What follows belongs to an exercise in optimizing a design on an open flow for small area; a production flow would make more cautious choices. Only simulation tests tie the RTL to the original design; equivalence was not proved. No activity file was given, so power comes from the tool's default toggle rates.

==> flow/design.v <==
`timescale 1 ns / 1 ns
module spi_slave_r
(
	input rst,
	input clk,
	input fifo_full,
	output [7:0] fifo_d,
	output fifo_w_en,
	input sclk,
	input sdin
);
	reg [1:0] sclk_edge;
	always @ (posedge clk) begin
		if(!rst)
			sclk_edge <= 2'b00;
		else
			sclk_edge <= {sclk_edge[0],sclk};
	end
	reg w_en_reg;
	reg [7:0] d_reg;
	reg [3:0] bit_index;
	reg [2:0] sta_cur;
	assign fifo_w_en = w_en_reg;
	assign fifo_d = d_reg;
	always @ (posedge clk) begin
		if(sta_cur == 3'd1 && sclk_edge == 2'b01)
			d_reg <= {d_reg[6:0],sdin};
	end
	always @ (posedge clk) begin
		if(!rst) begin
			w_en_reg <= 1'b0;
			sta_cur <= 3'd0;
		end
		else begin
			case(sta_cur)
				3'd0 : begin
					bit_index <= 4'd0;
					sta_cur <= 3'd1;
				end
				3'd1 : begin
					if(sclk_edge == 2'b01)
						sta_cur <= 3'd2;
				end
				3'd2 : begin
					bit_index <= bit_index + 4'd1;
					sta_cur <= 3'd3;
				end
				3'd3 : begin
					if(bit_index == 4'd8) begin
						if(!fifo_full)
							w_en_reg <= 1'b1;
						sta_cur <= 3'd4;
					end
					else
						sta_cur <= 3'd1;
				end
				default : begin
					w_en_reg <= 1'b0;
					sta_cur <= 3'd0;
				end
			endcase
		end
	end
endmodule
`timescale 1ns / 1ps
module depack
(
    input clk,
    input rst,
    input spi_sclk,
    input spi_din,
    input load,
    output ready,
    output [31:0] ftw_lower_1,
    output [31:0] ftw_upper_1,
    output [31:0] ftw_lower_2,
    output [31:0] ftw_upper_2,
    output [31:0] sweep_step,
    output [15:0] sweep_rate,
    output [31:0] resweep_period,
    output [2:0] mode,
    output rf_switch,
    output [7:0] tx_att,
    output [2:0] rx_ch_pwr_ctrl,
    output [7:0] rx_ch1_att,
    output [7:0] rx_ch2_att,
    output [7:0] rx_ch3_att,
    output [7:0] rx_ch1_pha,
    output [7:0] rx_ch2_pha,
    output [7:0] rx_ch3_pha,
    output [31:0] ct_period
);
    reg [3:0] sta_cur;
    wire fifo_wr_en;
    wire [7:0] fifo_din;
    reg [7:0] ring [0:63];
    reg [7:0] wbuf;
    reg wbuf_valid;
    reg [5:0] wslot;
    reg [7:0] head;
    reg head_valid;
    reg [6:0] count;
    wire fifo_full = count[6];
    wire fifo_empty = (count == 7'd0);
    wire do_wr = fifo_wr_en & ~fifo_full;
    wire do_rd = (sta_cur == 4'd3);
    wire put = wbuf_valid && (wslot[3:0] == 4'd2);
    integer m;
    always @ (posedge clk) begin
        for(m = 0; m < 64; m = m + 1) begin
            if(m % 16 == 0)
                ring[m] <= (put && (wslot[5:4] == m / 16)) ? wbuf : ring[(m + 1) % 64];
            else
                ring[m] <= ring[(m + 1) % 64];
        end
    end
    always @ (posedge clk) begin
        if(!rst)
            wslot <= 6'd0;
        else
            wslot <= wslot - {5'd0, ~do_wr};
        if(do_wr)
            wbuf <= fifo_din;
    end
    wire [5:0] oslot = wslot - count[5:0];
    wire [7:0] tap = ring[{oslot[5:2], 2'b00}];
    wire oldest_waiting = wbuf_valid && (count == 7'd1);
    wire fetch_ring = !head_valid && (count != 7'd0) && !oldest_waiting && (oslot[1:0] == 2'd0);
    wire fetch_wbuf = !head_valid && oldest_waiting;
    always @ (posedge clk) begin
        if(do_wr && fifo_empty)
            head <= fifo_din;
        else if(fetch_wbuf)
            head <= wbuf;
        else if(fetch_ring)
            head <= tap;
    end
    always @ (posedge clk) begin
        if(!rst) begin
            count <= 7'd0;
            wbuf_valid <= 1'b0;
            head_valid <= 1'b0;
        end
        else begin
            count <= count + {6'd0, do_wr} - {6'd0, do_rd};
            if(do_wr)
                wbuf_valid <= 1'b1;
            else if(put)
                wbuf_valid <= 1'b0;
            if(do_rd)
                head_valid <= 1'b0;
            else if((do_wr && fifo_empty) || fetch_wbuf || fetch_ring)
                head_valid <= 1'b1;
        end
    end
    spi_slave_r spi_slave_r_inst
    (
        .rst(rst),
        .clk(clk),
        .fifo_full(fifo_full),
        .fifo_d(fifo_din),
        .fifo_w_en(fifo_wr_en),
        .sclk(spi_sclk),
        .sdin(spi_din)
    );
    reg [7:0] win [0:41];
    wire [7:0] cmd [0:41];
    reg [5:0] byte_index;
    reg [7:0] acc_sum;
    reg ready_reg;
    assign ready = ready_reg;
    wire fill = (sta_cur == 4'd4);
    wire slide = (sta_cur == 4'd9);
    wire [7:0] fifo_byte = head;
    wire rotate = (sta_cur == 4'd7) || ((sta_cur == 4'd8) && (byte_index == 6'd41));
    integer w;
    always @ (posedge clk) begin
        if(fill || rotate) begin
            win[41] <= fill ? fifo_byte : win[0];
            for(w = 0; w < 41; w = w + 1)
                win[w] <= win[w + 1];
        end
    end
    genvar gk;
    generate
        for(gk = 0; gk < 42; gk = gk + 1) begin : g_win
            assign cmd[gk] = win[gk];
        end
    endgenerate
    reg [5:0] out28;
    reg [3:0] out29;
    reg [2:0] out30;
    reg [5:0] out34;
    reg [5:0] out35;
    reg [5:0] out36;
    wire at28 = (byte_index == 6'd28);
    wire at29 = (byte_index == 6'd29);
    wire at30 = (byte_index == 6'd30);
    wire at34 = (byte_index == 6'd34);
    wire at35 = (byte_index == 6'd35);
    wire at36 = (byte_index == 6'd36);
    always @ (posedge clk) begin
        if(!rst) begin
            out28 <= 6'd0;
            out29 <= 4'd0;
            out30 <= 3'd0;
            out34 <= 6'd0;
            out35 <= 6'd0;
            out36 <= 6'd0;
        end
        else begin
            if(at28 && fill) out28 <= fifo_byte[5:0];
            if(at28 && slide) out28 <= win[29][5:0];
            if(at29 && fill) out29 <= fifo_byte[3:0];
            if(at29 && slide) out29 <= win[30][3:0];
            if(at30 && fill) out30 <= fifo_byte[2:0];
            if(at30 && slide) out30 <= win[31][2:0];
            if(at34 && fill) out34 <= fifo_byte[5:0];
            if(at34 && slide) out34 <= win[35][5:0];
            if(at35 && fill) out35 <= fifo_byte[5:0];
            if(at35 && slide) out35 <= win[36][5:0];
            if(at36 && fill) out36 <= fifo_byte[5:0];
            if(at36 && slide) out36 <= win[37][5:0];
        end
    end
    assign ftw_lower_1 = {cmd[2],cmd[3],cmd[4],cmd[5]};
    assign ftw_upper_1 = {cmd[6],cmd[7],cmd[8],cmd[9]};
    assign ftw_lower_2 = {cmd[10],cmd[11],cmd[12],cmd[13]};
    assign ftw_upper_2 = {cmd[14],cmd[15],cmd[16],cmd[17]};
    assign sweep_step = {cmd[18],cmd[19],cmd[20],cmd[21]};
    assign sweep_rate = {cmd[22],cmd[23]};
    assign resweep_period = {cmd[24],cmd[25],cmd[26],cmd[27]};
    assign mode = out29[2:0];
    assign rf_switch = out29[3];
    assign tx_att = {2'b00, out28};
    assign rx_ch_pwr_ctrl = out30;
    assign rx_ch1_att = cmd[31];
    assign rx_ch2_att = cmd[32];
    assign rx_ch3_att = cmd[33];
    assign rx_ch1_pha = {2'b00, out34};
    assign rx_ch2_pha = {2'b00, out35};
    assign rx_ch3_pha = {2'b00, out36};
    assign ct_period = {cmd[37],cmd[38],cmd[39],cmd[40]};
    wire header_ok = (cmd[0] == 8'heb) && (cmd[1] == 8'h90);
    always @ (posedge clk) begin
        if(!rst) begin
            ready_reg <= 1'b0;
            sta_cur <= 4'd0;
        end
        else begin
            case (sta_cur)
                4'd0 : begin
                    byte_index <= 6'd0;
                    sta_cur <= 4'd1;
                end
                4'd1 : begin
                    if(!fifo_empty)
                        sta_cur <= 4'd2;
                end
                4'd2 : sta_cur <= 4'd3;
                4'd3 : sta_cur <= 4'd4;
                4'd4 : begin
                    byte_index <= byte_index + 6'd1;
                    sta_cur <= 4'd5;
                end
                4'd5 : begin
                    if(byte_index != 6'd42)
                        sta_cur <= 4'd1;
                    else begin
                        byte_index <= 6'd0;
                        acc_sum <= 8'd0;
                        if(header_ok)
                            sta_cur <= 4'd6;
                        else
                            sta_cur <= 4'd9;
                    end
                end
                4'd6 : begin
                    acc_sum <= acc_sum + cmd[0];
                    sta_cur <= 4'd7;
                end
                4'd7 : begin
                    byte_index <= byte_index + 6'd1;
                    sta_cur <= 4'd8;
                end
                4'd8 : begin
                    if(byte_index != 6'd41)
                        sta_cur <= 4'd6;
                    else if(acc_sum != cmd[0]) begin
                        byte_index <= 6'd0;
                        sta_cur <= 4'd9;
                    end
                    else
                        sta_cur <= 4'd12;
                end
                4'd9 : sta_cur <= 4'd10;
                4'd10 : begin
                    byte_index <= byte_index + 6'd1;
                    sta_cur <= 4'd11;
                end
                4'd11 : begin
                    if(byte_index != 6'd41)
                        sta_cur <= 4'd9;
                    else
                        sta_cur <= 4'd1;
                end
                4'd12 : begin
                    ready_reg <= 1'b1;
                    sta_cur <= 4'd13;
                end
                4'd13 : begin
                    if(load) begin
                        ready_reg <= 1'b0;
                        sta_cur <= 4'd0;
                    end
                end
                default : ;
            endcase
        end
    end
endmodule
`timescale 1ns / 1ps
module ad9914_ctrl
(
	input clk,
	input rst,
	input update,
	input [31 : 0] lower_limit,
	input [31 : 0] upper_limit,
	input [31 : 0] positive_step,
	input [15 : 0] positive_rate,
	input [31 : 0] resweep_period,
	output busy,
	output finish,
	output trig,
	output pre_trig,
	output osk,
	input dover,
	output io_update,
	output dctrl,
	output p_rd,
	output p_wr,
	output [7 : 0] p_addr,
	input [7 : 0] p_data_in,
	output [7 : 0] p_data_out,
	output p_data_tri_select
);
	reg c_busy;
	reg [1:0] sfr_index;
	reg dctrl_reg;
	reg pre_trig_reg;
	reg fixed_freq_enable;
	reg osk_trig_enable;
	reg resweep_state;
	reg [3:0] c_sta;
	reg [31:0] resweep_period_reg;
	reg [31:0] delay_left;     
	reg r_busy;
	reg [6:0] t;
	reg r_res;
	reg r_mismatch;
	reg [5:0] p_addr_reg;
	reg p_wr_cmd;             
	reg tri_reg;
	assign busy = c_busy;
	assign finish = ~c_busy;
	assign dctrl = dctrl_reg;
	assign pre_trig = pre_trig_reg;
	assign io_update = r_busy & (t >= 7'd42) & (t <= 7'd44);
	assign p_rd = ~(r_busy & rd_low);
	assign p_wr = ~(r_busy & wr_low);
	assign p_addr = {2'b00, p_addr_reg};
	assign p_data_out = reg_byte;
	assign p_data_tri_select = tri_reg;
	reg [3:0] base;
	always @ (*) begin
		case(c_sta)
			4'd5 : base = 4'd3;
			4'd7 : base = 4'd4;
			4'd9 : base = 4'd5;
			4'd11 : base = 4'd6;
			4'd13 : base = 4'd8;
			4'd15 : base = 4'd12;
			4'd8 : base = 4'd1;
			default : base = {2'b00, sfr_index - 2'd1};
		endcase
	end
	wire [3:0] out_reg = p_addr_reg[5:2];
	wire [1:0] out_byte = p_wr_cmd ? 2'd3 : p_addr_reg[1:0];
	reg [31:0] reg_value;
	always @ (*) begin
		case(out_reg)
			4'd0 : reg_value = 32'h00_01_03_00;
			4'd1 : reg_value = dctrl_reg ? 32'h00_0c_29_00 : 32'h00_04_29_00;
			4'd2 : reg_value = 32'h00_00_19_1c;
			4'd3 : reg_value = 32'h00_05_31_20;
			4'd4 : reg_value = lower_limit;
			4'd5 : reg_value = upper_limit;
			4'd6 : reg_value = positive_step;
			4'd8 : reg_value = {16'd0, positive_rate};
			default : reg_value = 32'h0f_ff_00_00;
		endcase
	end
	wire [7:0] reg_byte = reg_value[{out_byte, 3'b000} +: 8];
	wire [7:0] amp_byte = (p_addr_reg[1:0] == 2'd3) ? 8'h0f :
	                      (p_addr_reg[1:0] == 2'd2) ? 8'hff : 8'h00;
	wire period_over = (&delay_left) & ~(&resweep_period_reg);
	wire pre_trig_start = (delay_left == 32'd39) & (resweep_period_reg != 32'd39);
	wire c_start = !r_busy && ((c_sta == 4'd3) || (c_sta == 4'd5) || (c_sta == 4'd7) ||
	                           (c_sta == 4'd9) || (c_sta == 4'd11) || (c_sta == 4'd13) ||
	                           (c_sta == 4'd6));
	always @ (posedge clk) begin
		if(!rst) begin
			c_busy <= 1'b0;
			dctrl_reg <= 1'b0;
			pre_trig_reg <= 1'b0;
			fixed_freq_enable <= 1'b0;
			osk_trig_enable <= 1'b0;
			resweep_state <= 1'b0;
			c_sta <= 4'd0;
		end
		else case(c_sta)
			4'd0 : begin
				dctrl_reg <= 1'b0;
				pre_trig_reg <= 1'b0;
				osk_trig_enable <= 1'b0;
				resweep_state <= 1'b0;
				sfr_index <= 2'd0;
				c_sta <= 4'd1;
			end
			4'd1 : begin
				if(update) begin
					resweep_period_reg <= resweep_period;
					c_busy <= 1'b1;
					fixed_freq_enable <= (positive_step == 32'd0);
					c_sta <= 4'd3;
				end
			end
			4'd3 : begin
				if(!r_busy) begin
					sfr_index <= sfr_index + 2'd1;
					if(sfr_index == 2'd3)
						c_sta <= 4'd5;
				end
			end
			4'd5 : if(!r_busy) c_sta <= 4'd7;
			4'd7 : if(!r_busy) c_sta <= 4'd9;
			4'd9 : if(!r_busy) c_sta <= 4'd11;
			4'd11 : if(!r_busy) c_sta <= 4'd13;
			4'd13 : if(!r_busy) c_sta <= 4'd15;
			4'd15 : begin
				if(!r_busy && !r_res) begin
					osk_trig_enable <= 1'b1;
					c_sta <= 4'd6;
				end
			end
			4'd6 : begin
				pre_trig_reg <= 1'b0;
				if(!r_busy) begin
					dctrl_reg <= 1'b1;
					c_sta <= 4'd8;
				end
			end
			4'd8 : begin
				if(!r_busy) begin
					c_busy <= 1'b0;
					dctrl_reg <= 1'b0;
					c_sta <= 4'd10;
				end
			end
			4'd10 : begin
				if(update)
					c_sta <= 4'd0;
				else if(period_over && (!fixed_freq_enable)) begin
					resweep_state <= 1'b1;
					c_sta <= 4'd6;
				end
				else if(pre_trig_start)
					pre_trig_reg <= 1'b1;
			end
			default : ;
		endcase
	end
	always @ (posedge clk) begin
		if((c_sta == 4'd8) && !r_busy)
			delay_left <= resweep_period_reg;
		else
			delay_left <= delay_left - 32'd1;
	end
	reg wr_low;
	reg rd_low;
	reg sample;
	reg set_addr;
	reg set_rd;
	reg [1:0] byte_k;
	always @ (*) begin
		wr_low = 1'b0;
		rd_low = 1'b0;
		sample = 1'b0;
		set_addr = 1'b0;
		set_rd = 1'b0;
		byte_k = 2'd0;
		case(t)
			7'd4, 7'd5, 7'd6, 7'd7, 7'd14, 7'd15, 7'd16, 7'd17,
			7'd24, 7'd25, 7'd26, 7'd27, 7'd34, 7'd35, 7'd36, 7'd37 : wr_low = 1'b1;
			7'd48, 7'd49, 7'd50, 7'd51, 7'd52, 7'd54,
			7'd65, 7'd66, 7'd67, 7'd68, 7'd69, 7'd71,
			7'd82, 7'd83, 7'd84, 7'd85, 7'd86, 7'd88,
			7'd99, 7'd100, 7'd101, 7'd102, 7'd103, 7'd105 : rd_low = 1'b1;
			7'd53, 7'd70, 7'd87, 7'd104 : begin rd_low = 1'b1; sample = 1'b1; end
			7'd2 : begin set_addr = 1'b1; byte_k = 2'd0; end
			7'd12 : begin set_addr = 1'b1; byte_k = 2'd1; end
			7'd22 : begin set_addr = 1'b1; byte_k = 2'd2; end
			7'd32 : begin set_addr = 1'b1; byte_k = 2'd3; end
			7'd46 : begin set_addr = 1'b1; set_rd = 1'b1; byte_k = 2'd0; end
			7'd63 : begin set_addr = 1'b1; set_rd = 1'b1; byte_k = 2'd1; end
			7'd80 : begin set_addr = 1'b1; set_rd = 1'b1; byte_k = 2'd2; end
			7'd97 : begin set_addr = 1'b1; set_rd = 1'b1; byte_k = 2'd3; end
			default : ;
		endcase
	end
	always @ (posedge clk) begin
		if(!rst)
			r_busy <= 1'b0;
		else if(c_start)
			r_busy <= 1'b1;
		else if(t == 7'd113)
			r_busy <= 1'b0;
	end
	always @ (posedge clk) begin
		if(!r_busy)
			t <= 7'd0;
		else
			t <= t + 7'd1;
	end
	always @ (posedge clk) begin
		if(!r_busy)
			r_mismatch <= 1'b0;
		else if(sample && (p_data_in != amp_byte))
			r_mismatch <= 1'b1;
	end
	always @ (posedge clk) begin
		if(r_busy && (t == 7'd113))
			r_res <= r_mismatch;
	end
	always @ (posedge clk) begin
		if(!rst) begin
			p_addr_reg <= 6'd0;
			p_wr_cmd <= 1'b0;
			tri_reg <= 1'b0;
		end
		else begin
			if(r_busy && set_addr) begin
				p_addr_reg <= {base, byte_k};
				p_wr_cmd <= set_rd;
			end
			tri_reg <= p_wr_cmd;
		end
	end
	reg initsweep_osk_trig_enable;
	reg [2:0] initsweep_delay_count;
	reg [2:0] initsweep_sta;
	always @ (posedge clk) begin
		if(!rst) begin
			initsweep_osk_trig_enable <= 1'b0;
			initsweep_sta <= 3'd0;
		end
		else case (initsweep_sta)
			3'd0 : begin
				if(update) begin
					initsweep_osk_trig_enable <= 1'b0;
					initsweep_delay_count <= 3'd0;
					initsweep_sta <= 3'd1;
				end
			end
			3'd1 : begin
				initsweep_delay_count <= initsweep_delay_count + 3'd1;
				if(initsweep_delay_count == 3'd5)
					initsweep_sta <= 3'd2;
			end
			3'd2 : begin
				if(osk_trig_enable)
					initsweep_sta <= 3'd3;
			end
			3'd3 : begin
				if(io_update) begin
					initsweep_delay_count <= 3'd0;
					initsweep_sta <= 3'd4;
				end
			end
			3'd4 : begin
				initsweep_delay_count <= initsweep_delay_count + 3'd1;
				if(initsweep_delay_count == 3'd5) begin
					initsweep_osk_trig_enable <= 1'b1;
					initsweep_sta <= 3'd0;
				end
			end
			default : ;
		endcase
	end
	assign osk = ((resweep_state | initsweep_osk_trig_enable) & ~dover) | fixed_freq_enable;
	assign trig = osk;
endmodule
`timescale 1ns / 1ps
module ds3502
(
    input clk,
    input rst,
    input load,
    input [7:0] reg_var,
    output reg scl,
    input sda_i,
    output reg sda_o,
    output reg sda_io_ctrl 
);
    localparam [2:0] S_IDLE  = 3'd0;
    localparam [2:0] S_START = 3'd1;    
    localparam [2:0] S_BIT   = 3'd2;    
    localparam [2:0] S_BITW  = 3'd3;    
    localparam [2:0] S_ACK   = 3'd4;    
    localparam [2:0] S_ACKH  = 3'd5;    
    localparam [2:0] S_STOP  = 3'd6;    
    reg [7:0] reg_var_temp;
    reg [2:0] step;
    reg [1:0] phase;         
    reg [1:0] byte_no;       
    reg [3:0] bit_temp;
    reg [11:0] delay_count;
    wire q = (delay_count == 12'hb79);
    wire h = (delay_count == 12'h9a3);
    wire [11:0] delay_inc = {delay_count[10:0],
        delay_count[11] ^ delay_count[10] ^ delay_count[9] ^ delay_count[3]};
    wire long_low = (byte_no != 2'd0) && (phase == 2'd1);
    wire done = long_low ? h : q;
    wire addr_bit = (bit_temp == 4'd1) || (bit_temp == 4'd3);
    wire var_bit = reg_var_temp[3'd7 - bit_temp[2:0]];
    wire bit_val = (byte_no == 2'd0) ? addr_bit :
                   (byte_no == 2'd1) ? 1'b0 : var_bit;
    always @ (posedge clk) begin
        if(step == S_IDLE) begin
            if(load)
                reg_var_temp <= reg_var;
        end
    end
    always @ (posedge clk) begin
        delay_count <= delay_inc;
        if(!rst) begin
            sda_io_ctrl <= 1'b0;
            scl <= 1'b1;
            sda_o <= 1'b1;
            step <= S_IDLE;
        end
        else begin
            case(step)
                S_IDLE : begin
                    if(load) begin
                        step <= S_START;
                        phase <= 2'd3;
                        byte_no <= 2'd0;
                        bit_temp <= 4'd0;
                    end
                end
                S_START : begin
                    if(phase == 2'd3) begin
                        sda_o <= 1'b0;
                        phase <= 2'd0;
                        delay_count <= 12'd1;
                    end
                    else begin
                        if(q) begin
                            delay_count <= 12'd1;
                            if(phase == 2'd0) begin
                                scl <= 1'b0;
                                phase <= 2'd1;
                            end
                            else
                                step <= S_BIT;
                        end
                    end
                end
                S_BIT : begin
                    sda_o <= bit_val;
                    bit_temp <= bit_temp + 4'd1;
                    delay_count <= 12'd1;
                    phase <= 2'd0;
                    step <= S_BITW;
                end
                S_BITW : begin
                    if(done) begin
                        delay_count <= 12'd1;
                        case(phase)
                            2'd0 : begin
                                scl <= 1'b1;
                                phase <= 2'd1;
                            end
                            2'd1 : begin
                                scl <= 1'b0;
                                phase <= 2'd2;
                            end
                            default : begin
                                if(bit_temp == 4'd8) begin
                                    sda_io_ctrl <= 1'b1;
                                    step <= S_ACK;
                                end
                                else
                                    step <= S_BIT;
                            end
                        endcase
                    end
                end
                S_ACK : begin
                    if(sda_i == 1'b0)
                        step <= S_ACKH;
                    else
                        step <= S_STOP;
                    phase <= 2'd3;
                end
                S_ACKH : begin
                    if(phase == 2'd3) begin
                        scl <= 1'b1;
                        delay_count <= 12'd1;
                        phase <= 2'd0;
                    end
                    else begin
                        if(q) begin
                            delay_count <= 12'd1;
                            if(phase == 2'd0) begin
                                scl <= 1'b0;
                                sda_io_ctrl <= 1'b0;
                                phase <= 2'd1;
                            end
                            else begin
                                bit_temp <= 4'd0;
                                byte_no <= byte_no + 2'd1;
                                if(byte_no == 2'd2)
                                    step <= S_STOP;
                                else
                                    step <= S_BIT;
                                phase <= 2'd3;
                            end
                        end
                    end
                end
                S_STOP : begin
                    if(phase == 2'd3) begin
                        sda_io_ctrl <= 1'b0;
                        sda_o <= 1'b0;
                        delay_count <= 12'd1;
                        phase <= 2'd0;
                    end
                    else begin
                        if(q) begin
                            delay_count <= 12'd1;
                            if(phase == 2'd0) begin
                                scl <= 1'b1;
                                phase <= 2'd1;
                            end
                            else begin
                                sda_o <= 1'b1;
                                step <= S_IDLE;
                            end
                        end
                    end
                end
                default : ;
            endcase
        end
    end
endmodule
`timescale 1ns / 1ps
module work_flow
(
    input clk,
    input rst,
    input [31:0] ct_period,
    input [1:0] tv_mode,
    input ad9914_update_1,
    input ad9914_update_2,
    input ad9914_osk_2_temp,
    input ad9914_trig_1,
    input ad9914_pre_trig_1,
    input [2:0] rx_ch_pwr_ctrl,
    output ad9914_osk_2,
    output tr,
    output tr_pwr,
    output lo,
    output tv,
    output [2:0] rx_ch_ctrl
);
    reg [1:0] ad9914_update_1_edge;
    reg [1:0] ad9914_update_2_edge;
    reg [1:0] ad9914_trig_1_edge;
    reg [1:0] ad9914_pre_trig_1_edge;
    always @ (posedge clk) begin
        if(!rst) begin
            ad9914_update_1_edge <= 2'b00;
            ad9914_update_2_edge <= 2'b00;
            ad9914_trig_1_edge <= 2'b00;
            ad9914_pre_trig_1_edge <= 2'b00;
        end
        else begin
            ad9914_update_1_edge <= {ad9914_update_1_edge[0],ad9914_update_1};
            ad9914_update_2_edge <= {ad9914_update_2_edge[0],ad9914_update_2};
            ad9914_trig_1_edge <= {ad9914_trig_1_edge[0],ad9914_trig_1};
            ad9914_pre_trig_1_edge <= {ad9914_pre_trig_1_edge[0],ad9914_pre_trig_1};
        end
    end
    wire update_1_rise = (ad9914_update_1_edge == 2'b01);
    wire update_2_rise = (ad9914_update_2_edge == 2'b01);
    wire pre_trig_1_rise = (ad9914_pre_trig_1_edge == 2'b01);
    wire trig_1_fall = (ad9914_trig_1_edge == 2'b10);
    reg ct_enable;
    reg [31:0] ct_left;
    reg ct_forever;
    wire ct_over = (&ct_left) & ~ct_forever;
    always @ (posedge clk) begin
        if(!rst)
            ct_enable <= 1'b0;
        else if(update_2_rise)
            ct_enable <= 1'b1;
        else if(ct_over)
            ct_enable <= 1'b0;
    end
    always @ (posedge clk) begin
        if(update_2_rise) begin
            ct_left <= ct_period;
            ct_forever <= &ct_period;
        end
        else
            ct_left <= ct_left - 32'd1;
    end
    reg [3:0] tv_sw_count;
    reg tv_sw;
    reg tv_sw_enable;
    reg tr_sw;
    always @ (posedge clk) begin
        if(!rst) begin
            tv_sw_count <= 4'd0;
            tv_sw <= 1'b1;
            tv_sw_enable <= 1'b0;
            tr_sw <= 1'b0;
        end
        else if(update_1_rise) begin
            tv_sw_count <= 4'd0;
            tv_sw <= 1'b1;
            tv_sw_enable <= 1'b1;
        end
        else if(pre_trig_1_rise) begin
            tv_sw_count <= 4'd0;
            tv_sw_enable <= 1'b1;
        end
        else if(tv_sw_count > 4'd10) begin
            if(tv_mode == 2'b11)
                tv_sw <= ~tv_sw;
            else
                tv_sw <= 1'b0;
            tv_sw_enable <= 1'b0;
            tv_sw_count <= 4'd0;
            tr_sw <= ct_enable;
        end
        else if(tv_sw_enable) begin
            tv_sw_count <= tv_sw_count + 4'd1;
        end
    end
    reg [4:0] tr_pwr_off_count;
    reg tr_pwr_on;
    reg tr_pwr_enable;
    always @ (posedge clk) begin
        if(!rst) begin
            tr_pwr_off_count <= 5'd0;
            tr_pwr_on <= 1'b0;
            tr_pwr_enable <= 1'b0;
        end
        else if(update_1_rise || pre_trig_1_rise) begin
            tr_pwr_off_count <= 5'd0;
            tr_pwr_on <= 1'b0;
            tr_pwr_enable <= 1'b1;
        end
        else if(trig_1_fall) begin
            tr_pwr_on <= 1'b0;
            tr_pwr_enable <= 1'b0;
            tr_pwr_off_count <= 5'd0;
        end
        else if(tr_pwr_off_count > 5'd20) begin
            tr_pwr_on <= 1'b1;
            tr_pwr_enable <= 1'b0;
        end
        else if(tr_pwr_enable) begin
            tr_pwr_off_count <= tr_pwr_off_count + 5'd1;
        end
    end
    assign tv = tv_sw;
    assign tr_pwr = tr_pwr_on;
    assign tr = tr_sw;
    assign lo = tr;
    assign ad9914_osk_2 = ct_enable & ad9914_osk_2_temp;
    assign rx_ch_ctrl = ct_enable ? ~rx_ch_pwr_ctrl : 3'b111;
endmodule
`timescale 1ns / 1ps
module top
(
    input clk,
    input rst_n,
    input spi_sclk,
    input spi_din,
    output tr_pwr_p,
    output tr_pwr_n,
    output tr,
    output lo,
    output t_bite,
    output [5:0] tx_att,
    output tv,
    output [2:0] rx_ch_pwr_ctrl,
    output [2:0] rx_ch_ctrl,
    output [2:0] scl,
    input [2:0] sda_i,
    output [2:0] sda_o,
    output [2:0] sda_t,
    output [2:0] a0,
    output [2:0] a1,
    output [5:0] rx_ch1_pha,
    output [5:0] rx_ch2_pha,
    output [5:0] rx_ch3_pha,
    output trig,
    output osk_1,
    input dover_1,
    output dhold_1,
    output io_update_1,
    output master_reset_1,
    output dctrl_1,
    output [2 : 0] profile_select_1,
    output [3 : 0] function_select_1,
    output p_pwd_1,
    output p_rd_1,
    output p_wr_1,
    output [7 : 0] p_addr_1,
    input [7 : 0] p_data_in_1,
    output [7 : 0] p_data_out_1,
    output p_data_t_1,
    output osk_2,
    input dover_2,
    output dhold_2,
    output io_update_2,
    output master_reset_2,
    output dctrl_2,
    output [2 : 0] profile_select_2,
    output [3 : 0] function_select_2,
    output p_pwd_2,
    output p_rd_2,
    output p_wr_2,
    output [7 : 0] p_addr_2,
    input [7 : 0] p_data_in_2,
    output [7 : 0] p_data_out_2,
    output p_data_t_2
);
    wire rst = rst_n;
    wire depack_load;
    wire depack_ready;
    wire [31:0] depack_ftw_lower_1;
    wire [31:0] depack_ftw_upper_1;
    wire [31:0] depack_ftw_lower_2;
    wire [31:0] depack_ftw_upper_2;
    wire [31:0] depack_sweep_step;
    wire [15:0] depack_sweep_rate;
    wire [31:0] depack_resweep_period;
    wire [2:0] depack_mode;
    wire depack_rf_switch;
    wire [7:0] depack_tx_att;
    wire [2:0] depack_rx_ch_pwr_ctrl;
    wire [7:0] depack_rx_ch1_att;
    wire [7:0] depack_rx_ch2_att;
    wire [7:0] depack_rx_ch3_att;
    wire [7:0] depack_rx_ch1_pha;
    wire [7:0] depack_rx_ch2_pha;
    wire [7:0] depack_rx_ch3_pha;
    wire [31:0] depack_ct_period;
    depack depack_inst
    (
        .clk(clk),
        .rst(rst),
        .spi_sclk(spi_sclk),
        .spi_din(spi_din),
        .load(depack_load),
        .ready(depack_ready),
        .ftw_lower_1(depack_ftw_lower_1),
        .ftw_upper_1(depack_ftw_upper_1),
        .ftw_lower_2(depack_ftw_lower_2),
        .ftw_upper_2(depack_ftw_upper_2),
        .sweep_step(depack_sweep_step),
        .sweep_rate(depack_sweep_rate),
        .resweep_period(depack_resweep_period),
        .mode(depack_mode),
        .rf_switch(depack_rf_switch),
        .tx_att(depack_tx_att),
        .rx_ch_pwr_ctrl(depack_rx_ch_pwr_ctrl),
        .rx_ch1_att(depack_rx_ch1_att),
        .rx_ch2_att(depack_rx_ch2_att),
        .rx_ch3_att(depack_rx_ch3_att),
        .rx_ch1_pha(depack_rx_ch1_pha),
        .rx_ch2_pha(depack_rx_ch2_pha),
        .rx_ch3_pha(depack_rx_ch3_pha),
        .ct_period(depack_ct_period)
    );
    assign tx_att = depack_tx_att[5:0];
    assign rx_ch_pwr_ctrl = depack_rx_ch_pwr_ctrl;
    assign rx_ch1_pha = depack_rx_ch1_pha[5:0];
    assign rx_ch2_pha = depack_rx_ch2_pha[5:0];
    assign rx_ch3_pha = depack_rx_ch3_pha[5:0];
    assign a0 = 3'b000;
    assign a1 = 3'b000;
    ds3502 ds3502_inst_0
    (
        .clk(clk), .rst(rst), .load(depack_ready), .reg_var(depack_rx_ch1_att),
        .scl(scl[0]), .sda_i(sda_i[0]), .sda_o(sda_o[0]), .sda_io_ctrl(sda_t[0])
    );
    ds3502 ds3502_inst_1
    (
        .clk(clk), .rst(rst), .load(depack_ready), .reg_var(depack_rx_ch2_att),
        .scl(scl[1]), .sda_i(sda_i[1]), .sda_o(sda_o[1]), .sda_io_ctrl(sda_t[1])
    );
    ds3502 ds3502_inst_2
    (
        .clk(clk), .rst(rst), .load(depack_ready), .reg_var(depack_rx_ch3_att),
        .scl(scl[2]), .sda_i(sda_i[2]), .sda_o(sda_o[2]), .sda_io_ctrl(sda_t[2])
    );
    reg ad9914_update_1_reg;
    reg ad9914_update_2_reg;
    wire ad9914_busy_1;
    wire ad9914_finish_1;
    wire ad9914_trig_1;
    wire ad9914_pre_trig_1;
    assign dhold_1 = 1'b0;
    assign master_reset_1 = 1'b0;
    assign profile_select_1 = 3'b000;
    assign function_select_1 = 4'b0000;
    assign p_pwd_1 = 1'b0;
    ad9914_ctrl ad9914_ctrl_inst1
    (
        .clk(clk),
        .rst(rst),
        .update(ad9914_update_1_reg),
        .lower_limit(depack_ftw_lower_1),
        .upper_limit(depack_ftw_upper_1),
        .positive_step(depack_sweep_step),
        .positive_rate(depack_sweep_rate),
        .resweep_period(depack_resweep_period),
        .busy(ad9914_busy_1),
        .finish(ad9914_finish_1),
        .trig(ad9914_trig_1),
        .pre_trig(ad9914_pre_trig_1),
        .osk(osk_1),
        .dover(dover_1),
        .io_update(io_update_1),
        .dctrl(dctrl_1),
        .p_rd(p_rd_1),
        .p_wr(p_wr_1),
        .p_addr(p_addr_1),
        .p_data_in(p_data_in_1),
        .p_data_out(p_data_out_1),
        .p_data_tri_select(p_data_t_1)
    );
    wire ad9914_busy_2;
    wire ad9914_finish_2;
    wire osk_2_temp;
    assign dhold_2 = 1'b0;
    assign master_reset_2 = 1'b0;
    assign profile_select_2 = 3'b000;
    assign function_select_2 = 4'b0000;
    assign p_pwd_2 = 1'b0;
    ad9914_ctrl ad9914_ctrl_inst2
    (
        .clk(clk),
        .rst(rst),
        .update(ad9914_update_2_reg),
        .lower_limit(depack_ftw_lower_2),
        .upper_limit(depack_ftw_upper_2),
        .positive_step(depack_sweep_step),
        .positive_rate(depack_sweep_rate),
        .resweep_period(depack_resweep_period),
        .busy(ad9914_busy_2),
        .finish(ad9914_finish_2),
        .trig(),
        .pre_trig(),
        .osk(osk_2_temp),
        .dover(dover_2),
        .io_update(io_update_2),
        .dctrl(dctrl_2),
        .p_rd(p_rd_2),
        .p_wr(p_wr_2),
        .p_addr(p_addr_2),
        .p_data_in(p_data_in_2),
        .p_data_out(p_data_out_2),
        .p_data_tri_select(p_data_t_2)
    );
    wire tr_pwr;
    work_flow work_flow_inst
    (
        .clk(clk),
        .rst(rst),
        .ct_period(depack_ct_period),
        .tv_mode(depack_mode[1:0]),
        .ad9914_update_1(ad9914_update_1_reg),
        .ad9914_update_2(ad9914_update_2_reg),
        .ad9914_osk_2_temp(osk_2_temp),
        .ad9914_trig_1(ad9914_trig_1),
        .ad9914_pre_trig_1(ad9914_pre_trig_1),
        .rx_ch_pwr_ctrl(depack_rx_ch_pwr_ctrl),
        .ad9914_osk_2(osk_2),
        .tr(tr),
        .tr_pwr(tr_pwr),
        .lo(lo),
        .tv(tv),
        .rx_ch_ctrl(rx_ch_ctrl)
    );
    assign tr_pwr_p = tr_pwr & depack_rf_switch;
    assign tr_pwr_n = ~tr_pwr_p;
    assign t_bite = ~tr;
    assign trig = ad9914_trig_1;
    reg depack_load_reg;
    assign depack_load = depack_load_reg;
    reg [2:0] main_proc_sta;
    always @ (posedge clk) begin
        if(!rst) begin
            depack_load_reg <= 1'b0;
            ad9914_update_1_reg <= 1'b0;
            ad9914_update_2_reg <= 1'b0;
            main_proc_sta <= 3'd0;
        end
        else begin
            case (main_proc_sta)
                3'd0 : begin
                    if(depack_ready)
                        main_proc_sta <= 3'd1;
                end
                3'd1 : begin
                    if(ad9914_finish_1 && ad9914_finish_2)
                        main_proc_sta <= 3'd2;
                end
                3'd2 : begin
                    ad9914_update_1_reg <= 1'b1;
                    if(depack_mode[2] == 1'b1)
                        ad9914_update_2_reg <= 1'b1;
                    main_proc_sta <= 3'd3;
                end
                3'd3 : begin
                    if(ad9914_busy_1 && (ad9914_busy_2 || (~depack_mode[2]))) begin
                        ad9914_update_1_reg <= 1'b0;
                        ad9914_update_2_reg <= 1'b0;
                        main_proc_sta <= 3'd4;
                    end
                end
                3'd4 : begin
                    if(ad9914_finish_1 && ad9914_finish_2)
                        main_proc_sta <= 3'd5;
                end
                3'd5 : begin
                    depack_load_reg <= 1'b1;
                    main_proc_sta <= 3'd6;
                end
                3'd6 : begin
                    if(!depack_ready) begin
                        depack_load_reg <= 1'b0;
                        main_proc_sta <= 3'd0;
                    end
                end
                default : ;
            endcase
        end
    end
endmodule
==> flow/flow/run.sh <==
#!/bin/bash
# The standard layout (standard.sh), with two ORFS arguments changed:
#  - clock tree synthesis adds no dummy loads for balancing
#  - the buffers put on the input and output ports are buf_1 cells
# The full make output is in standard.log.
set -o pipefail
export CTS_ARGS="-sink_clustering_enable -repair_clock_nets -sink_clustering_size 16 -sink_clustering_max_diameter 70 -buf_list sky130_fd_sc_hd__clkbuf_8 -dont_use_dummy_load"
export BUFFER_PORTS_ARGS="-buffer_cell sky130_fd_sc_hd__buf_1"
bash standard.sh > standard.log 2>&1
==> flow/standard.sh <==
#!/bin/bash
# synth_recipe.tcl (not shown) runs the flow's synth.tcl, then flattens the netlist and writes it again
# the make line also repeats each setting of config.mk as NAME=value (left out here)
make -C /OpenROAD-flow-scripts/flow DESIGN_CONFIG=/design/flow/config.mk WORK_HOME=/design/flow/orfs CLKGATE_MAP_FILE= SYNTH_SCRIPT=/design/flow/synth_recipe.tcl "${@:-finish}"
==> flow/config.mk <==
export PLATFORM = sky130hd
export DESIGN_NAME = top
export DESIGN_NICKNAME = top
export VERILOG_FILES = /design/flow/design.v
export SDC_FILE = /design/flow/constraint.sdc
export NUM_CORES = 4
export LEC_CHECK = 0
export CAP_MARGIN = 20
export CORE_MARGIN = 2
export CORE_UTILIZATION = 45
export CTS_BUF_LIST = sky130_fd_sc_hd__clkbuf_8
export CTS_CLUSTER_DIAMETER = 70
export CTS_CLUSTER_SIZE = 16
export PLACE_DENSITY = 0.65
export SLEW_MARGIN = 20
==> flow/constraint.sdc <==
create_clock -name core_clock -period 10.0 [get_ports {clk}]
set_input_delay 2.0000 -clock core_clock [delete_from_list [all_inputs] [get_ports {clk}]]
set_output_delay 2.0000 -clock core_clock [all_outputs]
set_load 0.01 [all_outputs]
==> summary.md, run 1 <==
| Metric | Value |
|---|---|
| Final net count | `4315` |
| Lkg Pwr | `0.0177 uW` |
| Flop pwr share | `0.595` |
| Top flop regs | `depack_inst.ring: 512 flops, depack_inst.win: 336 flops` |
| Area contributors post-synth | `dfxtp_1 (34%), edfxtp_1 (31%), nand2_1 (3.0%)` |
| # setup viols final | `0` |
| Least-Margin Pin Slew | `1160 ps` |
| Post-Syn Area per Cell | `11.6 sq um` |
| Critical path's top delay family | `simple AND/OR/NAND/NOR gates` |
| Clock Sinks | `1326` |
| Cell area after layout | `51300 sq um` |
| Async SR Flop Fraction | `0` |
| MaxCap Viol Count | `0` |
| All-Layer GR Usage | `0.197` |
| Arrival @ worst endpoint | `3700 ps` |
| Root Driver | `clkbuf_8` |
| Layout area overhead | `6.30%` |
| Core area | `107000 sq um` |
| Clock power frac | `0.223` |
| Maximum VDD drop | `0.000160 V` |
| Largest net degree at the start of global routing | `190` |
| Relative slew slack | `0.227` |
| Buf/Inv on CP | `2` |
| Max Freq | `175 MHz` |
| Combinational power share | `0.182` |
| DR pass1 iterations | `6` |
| NetSw | `3380 uW` |
| Post-Route Utilization | `0.481` |
| Grt total ovfl | `0` |
| First-pass GRT wire length | `171000 um` |
| Hold buffer count at cts | `0` |
| Worst path max stage delay | `790 ps` |
| Most frequent cells after synthesis | `dfxtp_1 (823), edfxtp_1 (503), nand2_1 (387), nor2_1 (324), o21ai_0 (255)` |
| Seq/Total Area, Yosys | `0.655` |
| Startpoint Class | `register` |
| Worst EP required | `8000 ps` |
| Hold Path Class | `reg -> reg` |
| 1st-iter DRT viols | `3329` |
| Hold path depth | `0` |
| Synth Instances | `4157` |
| Post-Synthesis Cell Area | `48200 sq um` |
| RSZ-0062 raised after global routing | `no` |
| Largest reg by FF count | `depack_inst.ring` |
| Post-DP HPWL | `75800 um` |
| Count leader, synth | `dfxtp_1` |
| Clock transition at the registers of the reported paths | `100 ps` |
| Final hold viol count | `0` |
| Post-synth top area share | `0.342` |
| Outcome | `timing/DRC/antenna clean` |
| Cell taking the most area after synthesis | `dfxtp_1` |
| HP Start | `depack_inst.ring[52][6]` |
| Reg2Reg Setup Slack | `6020 ps` |
| Reg2reg start | `depack_inst.wslot[0]` |
| Yosys cell types | `99` |
| Postcts setup bufs | `0` |
| Main synth FF type | `dfxtp_1` |
| WL final | `111000 um` |
| Max reg flops | `512` |
| PD cells | `216 nW/um^2` |
| Internal Power | `7680 uW` |
| GP Congestion | `0.899` |
| Antenna Nets Post-Route | `0` |
| Post-synth EDFFs | `503` |
| Cell Chain, Critical Path | `nand2b_1 > nor3_2 > buf_4 > a22oi_1 > a31oi_1 > nor3_1 > a21oi_1 > buf_1` |
| Worst skew pair latency | `820 ps` |
| Final Slew Violations | `0` |
| CTS Buf Count | `98` |
| Yosys reg bits | `1326` |
| Post-CTS sizing | `0` |
| Avg Vias per Cell | `5.57` |
| Max stage delay cell, worst path | `nor3_2` |
| IO Port Bufs | `110` |
| Drc violations | `0` |
| Num ports | `141` |
| Vias in the first global route | `29.2k` |
| Sw Share | `0.306` |
| FP Rows | `120` |
| Final min period | `5700 ps` |
| Htree depth | `3` |
| TritonCTS clock tree | `built` |
| CP endpoint kind | `output port` |
| Dpl cell area | `49900 sq um` |
| Worst Path Class, Setup | `reg -> out` |
| Final period util | `0.570` |
| Max FO, Critical Path | `16` |
| Starting density of the core | `0.452` |
| Total number of vias | `31.2k` |
| Share of layout cells above drive strength 1 | `0.0588` |
| WL/cell | `19.7 um` |
| Clock buffer depth | `3` |
| Die H | `331 um` |
| YS warnings | `8` |
| Setup Skew | `142 ps` |
| Worst Reg2Reg Path Length in Cells | `12` |
| Die X | `331 um` |
| Initial antenna violation count | `4` |
| Hold Path Sink | `depack_inst.ring[51][6]` |
| Die ar. | `110000 sq um` |
| Critical R2R Capture | `depack_inst.head[0]` |
## area by class of cell
cell class	instances	area, sq um
Clock buffer	98	1350
Sequential cell	1326	31600
Inverter	121	457
Timing Repair Buffer	145	689
Antenna cell	4	10.0
Multi-Input combinational cell	2508	15400
Fill cell	9522	55300
Tap cell	1403	1760
## worst max-delay path by stage
stage	end	start	depth (start not counted)	slack, ps
after floorplan	depack_inst.win[0][0]	depack_inst.byte_index[4]	4	-2020
after global placement	p_data_out_2[2]	ad9914_ctrl_inst2.p_addr_reg[4]	8	5310
after detailed placement	p_data_out_2[2]	ad9914_ctrl_inst2.p_addr_reg[4]	8	5200
after CTS	p_data_out_2[2]	ad9914_ctrl_inst2.p_addr_reg[4]	8	4330
after global routing	p_data_out_2[2]	ad9914_ctrl_inst2.p_addr_reg[4]	8	4020
final	p_data_out_2[2]	ad9914_ctrl_inst2.p_addr_reg[4]	8	4300
## through the flow
| step | hold WS, ps | power (uW) | setup TNS, ps | instances | worst slack [ps] |
|---|---|---|---|---|---|
| floorplan | 310 | 8010 | -680250 | 4186 | -2020 |
| global placement | 310 | 8650 | 0 | 5503 | 5310 |
| detailed placement | 312 | 8690 | 0 | 5503 | 5200 |
| CTS | 302 | 11100 | 0 | 5601 | 4330 |
| global route | 310 | 11600 | 0 | 5604 | 4020 |
| finish | 295 | 11100 | 0 | 5605 | 4300 |
## kinds of logic after synthesis
logic type	after synthesis	synth area share
simple gates	1324	0.136
buf+inv	352	0.0310
mux	65	0.0161
xor+xnor	148	0.0269
fa+ha+maj	91	0.0240
flops	1326	0.655
compound gates	850	0.111
other cells	1	0.0000778
## worst register-to-register path: stages, from the launching register on
cell	delay, ps
dfxtp_1	310
inv_1	90
ha_1	170
inv_1	60
fa_1	580
and3_4	230
nor3_1	260
a21boi_0	200
o22ai_2	740
and3_1	570
a22oi_1	170
o21ai_0	100
o31a_1	310
## layout by cell type (no fill, tap or decap), types with 19 or more instances in the layout
| cell type | n |
|---|---|
| a222oi_1 | 23 |
| ha_1 | 86 |
| nand3_1 | 108 |
| nor3_1 | 78 |
| edfxtp_1 | 503 |
| xnor2_1 | 84 |
| a211oi_1 | 44 |
| a22oi_1 | 66 |
| conb_1 | 30 |
| nor2_1 | 322 |
| xor2_1 | 60 |
| mux2_2 | 40 |
| a21oi_1 | 197 |
| nand2b_1 | 41 |
| nor2b_1 | 54 |
| dfxtp_1 | 823 |
| clkbuf_8 | 98 |
| mux2i_1 | 19 |
| and3_1 | 27 |
| and2_1 | 33 |
| nand2_1 | 387 |
| o21ai_0 | 255 |
| a31oi_1 | 31 |
| nor4_1 | 54 |
| buf_1 | 109 |
| inv_1 | 115 |
| or3_1 | 32 |
| nand4_1 | 65 |
| buf_4 | 34 |
| o22ai_1 | 45 |
## power by group through the flow
stage	Combinational, uW	Sequential [uW]	Clock (uW)
after global routing	2230	6660	2730
after CTS	2010	6570	2550
final	2020	6580	2460
after detailed placement	2000	6690	0
after global placement	1960	6690	0
after floorplan	1550	6460	0
## per-layer routing
metal / vias up / wire length [um] / global-route usage
li1: 14900 / - / -
met1: 15100 / 52200 / 0.294
met2: 1040 / 47800 / 0.294
met3: 174 / 7980 / 0.0343
met4: 0 / 2710 / 0.0597
met5: - / 0 / 0
==> inputs of run 2 (changes only) <==
==> flow/flow/run.sh (replaced) <==
#!/bin/bash
# The standard layout (standard.sh), with two ORFS arguments changed:
#  - clock tree synthesis adds no dummy loads for balancing
#  - the buffers put on the input and output ports are buf_1 cells
# The full make output is in standard.log.
set -o pipefail
export CTS_ARGS="-sink_clustering_enable -repair_clock_nets -sink_clustering_size 10 -sink_clustering_max_diameter 50 -buf_list sky130_fd_sc_hd__clkbuf_4 -dont_use_dummy_load"
export BUFFER_PORTS_ARGS="-buffer_cell sky130_fd_sc_hd__buf_1"
bash standard.sh > standard.log 2>&1
--- a/flow/config.mk
+++ b/flow/config.mk
@@ -8,8 +8,8 @@
 export CAP_MARGIN = 20
 export CORE_MARGIN = 2
 export CORE_UTILIZATION = 45
-export CTS_BUF_LIST = sky130_fd_sc_hd__clkbuf_8
-export CTS_CLUSTER_DIAMETER = 70
-export CTS_CLUSTER_SIZE = 16
+export CTS_BUF_LIST = sky130_fd_sc_hd__clkbuf_4
+export CTS_CLUSTER_DIAMETER = 50
+export CTS_CLUSTER_SIZE = 10
 export PLACE_DENSITY = 0.65
 export SLEW_MARGIN = 20
==> summary.md, run 2 <==
| Metric | Value |
|---|---|
| Antenna Nets Post-Route | `0 (unchanged)` |
| Setup Skew | `129 ps (-13.3 ps)` |
| DR pass1 iterations | `9 (+3)` |
| WL final | `112000 um (+0.94%)` |
| First-pass GRT wire length | `173000 um (+0.92%)` |
| CP endpoint kind | `output port` |
| Num ports | `141 (unchanged)` |
| Main synth FF type | `dfxtp_1` |
| Post-DP HPWL | `75800 um (unchanged)` |
| # setup viols final | `0 (unchanged)` |
| Async SR Flop Fraction | `0 (unchanged)` |
| Initial antenna violation count | `7 (+3)` |
| FP Rows | `120 (unchanged)` |
| Postcts setup bufs | `0 (unchanged)` |
| Core area | `107000 sq um (unchanged)` |
| IO Port Bufs | `110 (unchanged)` |
| MaxCap Viol Count | `0 (unchanged)` |
| Final min period | `6050 ps (+347 ps)` |
| Die H | `331 um (unchanged)` |
| Cell taking the most area after synthesis | `dfxtp_1` |
| Worst skew pair latency | `1100 ps (+280 ps)` |
| Die X | `331 um (unchanged)` |
| Hold Path Class | `reg -> reg` |
| Final period util | `0.605 (+0.0347)` |
| Drc violations | `0 (unchanged)` |
| Post-place setup slack | `5200 ps (unchanged)` |
| Share of layout cells above drive strength 1 | `0.0730 (+0.0141)` |
| Hold path depth | `0 (unchanged)` |
| Max FO, Critical Path | `16 (unchanged)` |
| Most frequent cells after synthesis | `dfxtp_1 (823), edfxtp_1 (503), nand2_1 (387), nor2_1 (324), o21ai_0 (255)` |
| Die ar. | `110000 sq um (unchanged)` |
| Post-Synth Adder-Cell Area | `0.0240 (unchanged)` |
| Largest net degree at the start of global routing | `190 (unchanged)` |
| Post-synth top area share | `0.342 (unchanged)` |
| Critical R2R Capture | `depack_inst.head[0]` |
| RSZ-0062 raised after global routing | `no` |
| Post-synth EDFFs | `503 (unchanged)` |
| Filler Cell Count | `9586 (+0.67%)` |
| Clock transition at the registers of the reported paths | `110 ps (about the same)` |
| XOR/XNOR share of the synthesized area | `0.0269 (unchanged)` |
| GP Congestion | `0.899 (unchanged)` |
| Worst Path Class, Setup | `reg -> out` |
| Final net count | `4379 (+1.5%)` |
| Startpoint Class | `register` |
| WL/cell | `19.7 um (-0.20%)` |
| Post-Synthesis Cell Area | `48200 sq um (unchanged)` |
| Clock Sinks | `1326 (unchanged)` |
| Post-Route Utilization | `0.480 (-0.00124)` |
| Starting density of the core | `0.452 (unchanged)` |
| HP Start | `depack_inst.ring[23][7]` |
| Least-Margin Pin Slew | `1130 ps (-20.8 ps)` |
| Post-synthesis mux area share | `0.0161 (unchanged)` |
| TritonCTS clock tree | `built` |
| Yosys reg bits | `1326 (unchanged)` |
| PD cells | `215 nW/um^2 (-0.49%)` |
| Htree depth | `4 (+1)` |
| Final Slew Violations | `0 (unchanged)` |
| Synth Instances | `4157 (unchanged)` |
| Count leader, synth | `dfxtp_1` |
| Avg Vias per Cell | `5.59 (+0.29%)` |
| Dpl cell area | `49900 sq um (unchanged)` |
| All-Layer GR Usage | `0.200 (+0.00291)` |
| Hold buffer count at cts | `0 (unchanged)` |
| Multi-input logic area | `15400 sq um (unchanged)` |
| Worst Reg2Reg Path Length in Cells | `12 (unchanged)` |
| Total number of vias | `31.7k (+1.4%)` |
| Max stage delay cell, worst path | `nor3_2` |
| Synth Area in Simple Gates | `0.136 (unchanged)` |
| Most frequent cells in the layout | `dfxtp_1 (823), edfxtp_1 (503), nand2_1 (387), nor2_1 (322), o21ai_0 (255)` |
| Worst EP required | `8000 ps (about the same)` |
| Maximum VDD drop | `0.000135 V (-16%)` |
| Setup TNS | `0 ps (unchanged)` |
| Cell area after layout | `51100 sq um (-0.26%)` |
| Lkg Pwr | `0.0178 uW (+0.23%)` |
| Top flop regs | `depack_inst.ring: 512 flops, depack_inst.win: 336 flops` |
| Max Freq | `165 MHz (-5.7%)` |
| Clock buffer depth | `3 (unchanged)` |
| YS warnings | `8 (unchanged)` |
| Reg2Reg Setup Slack | `5970 ps (-50 ps)` |
| Final hold viol count | `0 (unchanged)` |
| Cell Chain, Critical Path | `nand2b_1 > nor3_2 > buf_4 > a22oi_1 > a31oi_1 > nor3_1 > a21oi_1 > buf_1` |
| Reg2reg start | `depack_inst.wslot[0]` |
| Reg area | `31600 sq um (unchanged)` |
| Root Driver | `clkbuf_4` |
| Max reg flops | `512 (unchanged)` |
| Arrival @ worst endpoint | `4050 ps (+350 ps)` |
| Worst path max stage delay | `810 ps (+20 ps)` |
| Hold Path Sink | `depack_inst.ring[22][7]` |
| Largest reg by FF count | `depack_inst.ring` |
| Vias in the first global route | `29.8k (+2.1%)` |
| Layout area overhead | `6.03%` |
| Seq/Total Area, Yosys | `0.655 (unchanged)` |
| CTS Buf Count | `162 (+65%)` |
| Area contributors post-synth | `dfxtp_1 (34%), edfxtp_1 (31%), nand2_1 (3.0%)` |
| Final worst slack | `3950 ps (-347 ps)` |
| Most common cell after layout, fill and taps aside | `dfxtp_1` |
| Post-CTS sizing | `0 (unchanged)` |
| Grt total ovfl | `0 (unchanged)` |
| Post-Syn Area per Cell | `11.6 sq um (unchanged)` |
| Yosys cell types | `99 (unchanged)` |
| Post-synthesis compound-gate area fraction | `0.111 (unchanged)` |
| Main combinational cell family by area after synthesis | `simple AND/OR/NAND/NOR gates` |
| 1st-iter DRT viols | `3253 (-2.3%)` |
| Relative slew slack | `0.241 (+0.0139)` |
| Outcome | `timing/DRC/antenna clean` |
run 2: kinds of logic after synthesis:
logic type,count (synthesis)
simple gates,1324
buf+inv,352
fa+ha+maj,91
xor+xnor,148
mux,65
flops,1326
other cells,1
compound gates,850
run 2: per-stage QoR:
stage	power [uW]	hold slack (ps)	cells
2_1_floorplan	8010	310	4186
3_3_place_gp	8650	310	5503
3_5_place_dp	8690	312	5503
4_1_cts	11100	272	5665
5_1_grt	11600	279	5668
6_report	11000	283	5669
run 2: power by group:
| part | leakage, uW | internal [uW] | switching (uW) |
|---|---|---|---|
| Sequential | 0.0112 | 6040 | 543 |
| Combinational | 0.00577 | 768 | 1250 |
| Clock | 0.000745 | 744 | 1630 |
| Total | 0.0178 | 7550 | 3430 |
run 2: how the worst max path moves through the flow:
| stage | startpoint | end | slack [ps] | cells after the start |
|---|---|---|---|---|
| finish | ad9914_ctrl_inst2.p_addr_reg[4] | p_data_out_2[2] | 3950 | 8 |
| global route | ad9914_ctrl_inst2.p_addr_reg[4] | p_data_out_2[2] | 3690 | 8 |
| CTS | ad9914_ctrl_inst2.p_addr_reg[4] | p_data_out_2[2] | 3930 | 8 |
| detailed placement | ad9914_ctrl_inst2.p_addr_reg[4] | p_data_out_2[2] | 5200 | 8 |
| global placement | ad9914_ctrl_inst2.p_addr_reg[4] | p_data_out_2[2] | 5310 | 8 |
| floorplan | depack_inst.byte_index[4] | depack_inst.win[0][0] | -2020 | 4 |
run 2: critical path: cells and delay by family (launching register included):
family,cells,cell delay (ps)
and+or+nand+nor,3,1090
AOI/OAI and AO/OA,3,640
DFF,1,680
buffers and inverters,2,550
run 2: layout make-up:
cell class,count,share of cell area
multi-input cells,2508,0.302
repair buffers,145,0.0135
well taps,1403,0.0343
flip-flops and latches,1326,0.618
inverters,121,0.00893
diodes,4,0.000196
clock buffers,162,0.0238
run 2: per-layer routing:
metal / global-route usage / share of wire
met4: 0.0751 / 0.030
met1: 0.289 / 0.46
met2: 0.293 / 0.43
met5: 0 / 0.00018
met3: 0.0464 / 0.083
==> inputs of run 3 (changes only) <==
--- a/flow/design.v
+++ b/flow/design.v
@@ -345,6 +345,10 @@
 	output [7 : 0] p_data_out,
 	output p_data_tri_select
 );
+	localparam [1:0] PH_START = 2'd0;
+	localparam [1:0] PH_WR = 2'd1;
+	localparam [1:0] PH_IO = 2'd2;
+	localparam [1:0] PH_RD = 2'd3;
 	reg c_busy;
 	reg [1:0] sfr_index;
 	reg dctrl_reg;
@@ -356,7 +360,9 @@
 	reg [31:0] resweep_period_reg;
 	reg [31:0] delay_left;     
 	reg r_busy;
-	reg [6:0] t;
+	reg [1:0] ph;             
+	reg [1:0] k;              
+	reg [4:0] c;              
 	reg r_res;
 	reg r_mismatch;
 	reg [5:0] p_addr_reg;
@@ -366,9 +372,9 @@
 	assign finish = ~c_busy;
 	assign dctrl = dctrl_reg;
 	assign pre_trig = pre_trig_reg;
-	assign io_update = r_busy & (t >= 7'd42) & (t <= 7'd44);
-	assign p_rd = ~(r_busy & rd_low);
-	assign p_wr = ~(r_busy & wr_low);
+	assign io_update = (ph == PH_IO) && (c <= 5'd2);
+	assign p_rd = ~rd_low;
+	assign p_wr = ~wr_low;
 	assign p_addr = {2'b00, p_addr_reg};
 	assign p_data_out = reg_byte;
 	assign p_data_tri_select = tri_reg;
@@ -487,51 +493,60 @@
 		else
 			delay_left <= delay_left - 32'd1;
 	end
-	reg wr_low;
-	reg rd_low;
-	reg sample;
-	reg set_addr;
-	reg set_rd;
-	reg [1:0] byte_k;
-	always @ (*) begin
-		wr_low = 1'b0;
-		rd_low = 1'b0;
-		sample = 1'b0;
-		set_addr = 1'b0;
-		set_rd = 1'b0;
-		byte_k = 2'd0;
-		case(t)
-			7'd4, 7'd5, 7'd6, 7'd7, 7'd14, 7'd15, 7'd16, 7'd17,
-			7'd24, 7'd25, 7'd26, 7'd27, 7'd34, 7'd35, 7'd36, 7'd37 : wr_low = 1'b1;
-			7'd48, 7'd49, 7'd50, 7'd51, 7'd52, 7'd54,
-			7'd65, 7'd66, 7'd67, 7'd68, 7'd69, 7'd71,
-			7'd82, 7'd83, 7'd84, 7'd85, 7'd86, 7'd88,
-			7'd99, 7'd100, 7'd101, 7'd102, 7'd103, 7'd105 : rd_low = 1'b1;
-			7'd53, 7'd70, 7'd87, 7'd104 : begin rd_low = 1'b1; sample = 1'b1; end
-			7'd2 : begin set_addr = 1'b1; byte_k = 2'd0; end
-			7'd12 : begin set_addr = 1'b1; byte_k = 2'd1; end
-			7'd22 : begin set_addr = 1'b1; byte_k = 2'd2; end
-			7'd32 : begin set_addr = 1'b1; byte_k = 2'd3; end
-			7'd46 : begin set_addr = 1'b1; set_rd = 1'b1; byte_k = 2'd0; end
-			7'd63 : begin set_addr = 1'b1; set_rd = 1'b1; byte_k = 2'd1; end
-			7'd80 : begin set_addr = 1'b1; set_rd = 1'b1; byte_k = 2'd2; end
-			7'd97 : begin set_addr = 1'b1; set_rd = 1'b1; byte_k = 2'd3; end
-			default : ;
-		endcase
-	end
+	wire wr_low = (ph == PH_WR) && (c >= 5'd2) && (c <= 5'd5);
+	wire rd_low = (ph == PH_RD) && (c >= 5'd2) && (c <= 5'd8);
+	wire sample = (ph == PH_RD) && (c == 5'd7);
+	wire set_addr = ph[0] && (c == 5'd0);
+	wire set_rd = (ph == PH_RD);
+	wire [1:0] byte_k = k;
+	wire r_last = (ph == PH_RD) && (k == 2'd3) && (c == 5'd16);
 	always @ (posedge clk) begin
 		if(!rst)
 			r_busy <= 1'b0;
 		else if(c_start)
 			r_busy <= 1'b1;
-		else if(t == 7'd113)
+		else if(r_last)
 			r_busy <= 1'b0;
 	end
 	always @ (posedge clk) begin
-		if(!r_busy)
-			t <= 7'd0;
-		else
-			t <= t + 7'd1;
+		if(!r_busy) begin
+			ph <= PH_START;
+			k <= 2'd0;
+			c <= 5'd0;
+		end
+		else begin
+			c <= c + 5'd1;
+			case(ph)
+				PH_START : begin
+					if(c == 5'd1) begin
+						ph <= PH_WR;
+						c <= 5'd0;
+					end
+				end
+				PH_WR : begin
+					if(c == 5'd9) begin
+						c <= 5'd0;
+						k <= k + 2'd1;
+						if(k == 2'd3)
+							ph <= PH_IO;
+					end
+				end
+				PH_IO : begin
+					if(c == 5'd3) begin
+						ph <= PH_RD;
+						c <= 5'd0;
+					end
+				end
+				default : begin
+					if(c == 5'd16) begin
+						c <= 5'd0;
+						k <= k + 2'd1;
+						if(k == 2'd3)
+							ph <= PH_START;
+					end
+				end
+			endcase
+		end
 	end
 	always @ (posedge clk) begin
 		if(!r_busy)
@@ -540,7 +555,7 @@
 			r_mismatch <= 1'b1;
 	end
 	always @ (posedge clk) begin
-		if(r_busy && (t == 7'd113))
+		if(r_last)
 			r_res <= r_mismatch;
 	end
 	always @ (posedge clk) begin
@@ -550,7 +565,7 @@
 			tri_reg <= 1'b0;
 		end
 		else begin
-			if(r_busy && set_addr) begin
+			if(set_addr) begin
 				p_addr_reg <= {base, byte_k};
 				p_wr_cmd <= set_rd;
 			end
==> flow/flow/run.sh (replaced) <==
#!/bin/bash
# The standard layout (standard.sh), with two ORFS arguments changed:
#  - clock tree synthesis adds no dummy loads for balancing
#  - the buffers put on the input and output ports are buf_1 cells
# The full make output is in standard.log.
set -o pipefail
export CTS_ARGS="-sink_clustering_enable -repair_clock_nets -sink_clustering_size 16 -sink_clustering_max_diameter 70 -buf_list sky130_fd_sc_hd__clkbuf_8 -dont_use_dummy_load"
export BUFFER_PORTS_ARGS="-buffer_cell sky130_fd_sc_hd__buf_1"
bash standard.sh > standard.log 2>&1
--- a/flow/config.mk
+++ b/flow/config.mk
@@ -8,8 +8,8 @@
 export CAP_MARGIN = 20
 export CORE_MARGIN = 2
 export CORE_UTILIZATION = 45
-export CTS_BUF_LIST = sky130_fd_sc_hd__clkbuf_4
-export CTS_CLUSTER_DIAMETER = 50
-export CTS_CLUSTER_SIZE = 10
+export CTS_BUF_LIST = sky130_fd_sc_hd__clkbuf_8
+export CTS_CLUSTER_DIAMETER = 70
+export CTS_CLUSTER_SIZE = 16
 export PLACE_DENSITY = 0.65
 export SLEW_MARGIN = 20
==> summary.md, run 3 <==
| Metric | Value |
|---|---|
| Worst Path Class, Setup | `reg -> out` |
| Post-Syn Area per Cell | `11.7 sq um (+1.2%)` |
| Grt total ovfl | `0 (unchanged)` |
| Post-synth EDFFs | `503 (unchanged)` |
| Most common cell after layout, fill and taps aside | `dfxtp_1` |
| Avg Vias per Cell | `5.59 (+0.11%)` |
| Max FO, Critical Path | `29 (+13)` |
| Lkg Pwr | `0.0174 uW (-1.8%)` |
| Outcome | `timing/DRC/antenna clean` |
| First-pass GRT wire length | `167000 um (-3.5%)` |
| Cell area after layout | `50800 sq um (-0.56%)` |
| NetSw | `3260 uW (-4.9%)` |
| Starting density of the core | `0.454 (+0.00201)` |
| Post-synth top area share | `0.339 (-0.00235)` |
| Final worst slack | `4380 ps (+428 ps)` |
| Postcts setup bufs | `0 (unchanged)` |
| Most frequent cells in the layout | `dfxtp_1 (813), edfxtp_1 (503), nor2_1 (329), nand2_1 (313), o21ai_0 (204)` |
| DR pass1 iterations | `6 (-3)` |
| Htree depth | `3 (-1)` |
| Final Slew Violations | `0 (unchanged)` |
| Share of layout cells above drive strength 1 | `0.0556 (-0.0173)` |
| Final net count | `4237 (-3.2%)` |
| Worst skew pair latency | `750 ps (-350 ps)` |
| WL/cell | `19.6 um (-0.62%)` |
| Hold Path Class | `reg -> reg` |
| Clock power frac | `0.225 (+0.008)` |
| Reg area | `31400 sq um (-0.63%)` |
| Clock transition at the registers of the reported paths | `100 ps (about the same)` |
| Post-DP HPWL | `73100 um (-3.6%)` |
| FP Rows | `119 (-0.83%)` |
| IO Port Bufs | `110 (unchanged)` |
| Synth Instances | `4085 (-1.7%)` |
| Area contributors post-synth | `dfxtp_1 (34%), edfxtp_1 (31%), nor2_1 (2.6%)` |
| Async SR Flop Fraction | `0 (unchanged)` |
| Main synth FF type | `dfxtp_1` |
| Drc violations | `0 (unchanged)` |
| Clock Sinks | `1316 (-0.75%)` |
| Internal Power | `7530 uW (-0.22%)` |
| Clock buffer depth | `3 (unchanged)` |
| Largest net degree at the start of global routing | `198 (+4.2%)` |
| Core area | `106000 sq um (-0.97%)` |
| Post-Synthesis Cell Area | `48000 sq um (-0.53%)` |
| YS warnings | `8 (unchanged)` |
| Setup Skew | `105 ps (-23.7 ps)` |
| Worst EP required | `8000 ps (about the same)` |
| Root Driver | `clkbuf_8` |
| PD cells | `212 nW/um^2 (-1.1%)` |
| Count leader, synth | `dfxtp_1` |
| Antenna Nets Post-Route | `0 (unchanged)` |
| # setup viols final | `0 (unchanged)` |
| Cell taking the most area after synthesis | `dfxtp_1` |
| MaxCap Viol Count | `0 (unchanged)` |
| Arrival @ worst endpoint | `3620 ps (-430 ps)` |
| WL final | `108000 um (-3.4%)` |
| Die X | `330 um (-0.26%)` |
| Post-CTS sizing | `0 (unchanged)` |
| RSZ-0062 raised after global routing | `no` |
| Final hold viol count | `0 (unchanged)` |
| Most frequent cells after synthesis | `dfxtp_1 (813), edfxtp_1 (503), nor2_1 (331), nand2_1 (313), o21ai_0 (205)` |
| Flop pwr share | `0.596 (-0.004)` |
| CTS Buf Count | `95 (-41%)` |
| Yosys reg bits | `1316 (-0.75%)` |
| Initial antenna violation count | `2 (-5)` |
| Top flop regs | `depack_inst.ring: 512 flops, depack_inst.win: 336 flops` |
| Die ar. | `109000 sq um (-0.53%)` |
| Relative slew slack | `0.266 (+0.0259)` |
| Dpl cell area | `49500 sq um (-0.74%)` |
| Max Freq | `178 MHz (+7.6%)` |
| Max reg flops | `512 (unchanged)` |
| Post-place setup slack | `5180 ps (-23.0 ps)` |
| Final min period | `5620 ps (-428 ps)` |
-- run 3: through the flow --
| stage | hold WS, ps | util | std cells | total power, uW |
|---|---|---|---|---|
| floorplan | 310 | - | 4114 | 7790 |
| global placement | 310 | 0.469 | 5412 | 8410 |
| detailed placement | 312 | 0.469 | 5412 | 8450 |
| CTS | 295 | 0.481 | 5507 | 10800 |
| global route | 305 | 0.482 | 5510 | 11300 |
| finish | 291 | 0.482 | 5510 | 10800 |
-- run 3: layer usage --
layer,wire length (um),track usage,share of wire
met1,51300,0.296,0.48
met2,46000,0.282,0.43
met3,7960,0.0336,0.074
met4,2570,0.0538,0.024
met5,0,0,0
-- run 3: power groups by stage --
stage,logic (uW),clock network (uW),registers [uW]
floorplan,1470,0,6320
global placement,1870,0,6540
detailed placement,1910,0,6540
CTS,1920,2500,6420
global route,2120,2690,6490
finish,1940,2420,6430
-- run 3: cell families after synthesis --
group	synth area share
AOI/OAI and AO/OA	0.114
DFF	0.654
adders and majority gates	0.0250
and+or+nand+nor	0.130
other	0.0000782
muxes	0.0194
xor gates and xnor gates	0.0265
buffers and inverters	0.0314
-- run 3: final timing paths --
| check | from | to | slack (ps) | cells after the start |
|---|---|---|---|---|
| min | depack_inst.ring[36][5] | depack_inst.ring[35][5] | 290 | 0 |
| max | ad9914_ctrl_inst1.p_addr_reg[4] | p_data_out_1[0] | 4380 | 7 |
| min reg2reg | depack_inst.ring[36][5] | depack_inst.ring[35][5] | 290 | 0 |
| max reg2reg | depack_inst.count[4] | depack_inst.head[6] | 5910 | 10 |
-- run 3: final cells by class --
type | instances | area share
clock buffers | 95 | 0.0257
multi-input cells | 2443 | 0.301
diodes | 3 | 0.000148
inverters | 121 | 0.00898
well taps | 1391 | 0.0342
repair buffers | 141 | 0.0130
flip-flops and latches | 1316 | 0.617
-- run 3: critical path, stage by stage, from the launching register on --
cell and delay, ps:
dfxtp_1 630, nor2b_1 330, and3_1 890, a221oi_1 240
o21ai_0 160, o22ai_1 110, o32ai_1 350, buf_1 190

separate check: timing with driven ports:
The flow's constraints put no driver on any port. The routed layouts listed below were extracted and timed again, unchanged, in two steps. Step 1 sets driving cells, clkbuf_16 on the clock port and buf_2 on the other inputs (assumed; they add their load-dependent delay and slew). Step 2 times the ports against the registers' clock, not the clock port: input delays grow and output delays shrink by t, the midpoint of the rising clock arrivals with the driver on. Three values: ideal ports, drivers, drivers and shift; two values: the first two.
| run | t (ns) | setup WS [ns] |
|---|---|---|
| run 1 | 0.821 | 4.295 / 4.224 / 5.045 |
| run 2 | 1.106 | 3.948 / 3.881 / 4.987 |
| run 3 | 0.772 | 4.376 / 4.307 / 5.079 |
After both steps setup and hold are still met in every run listed.
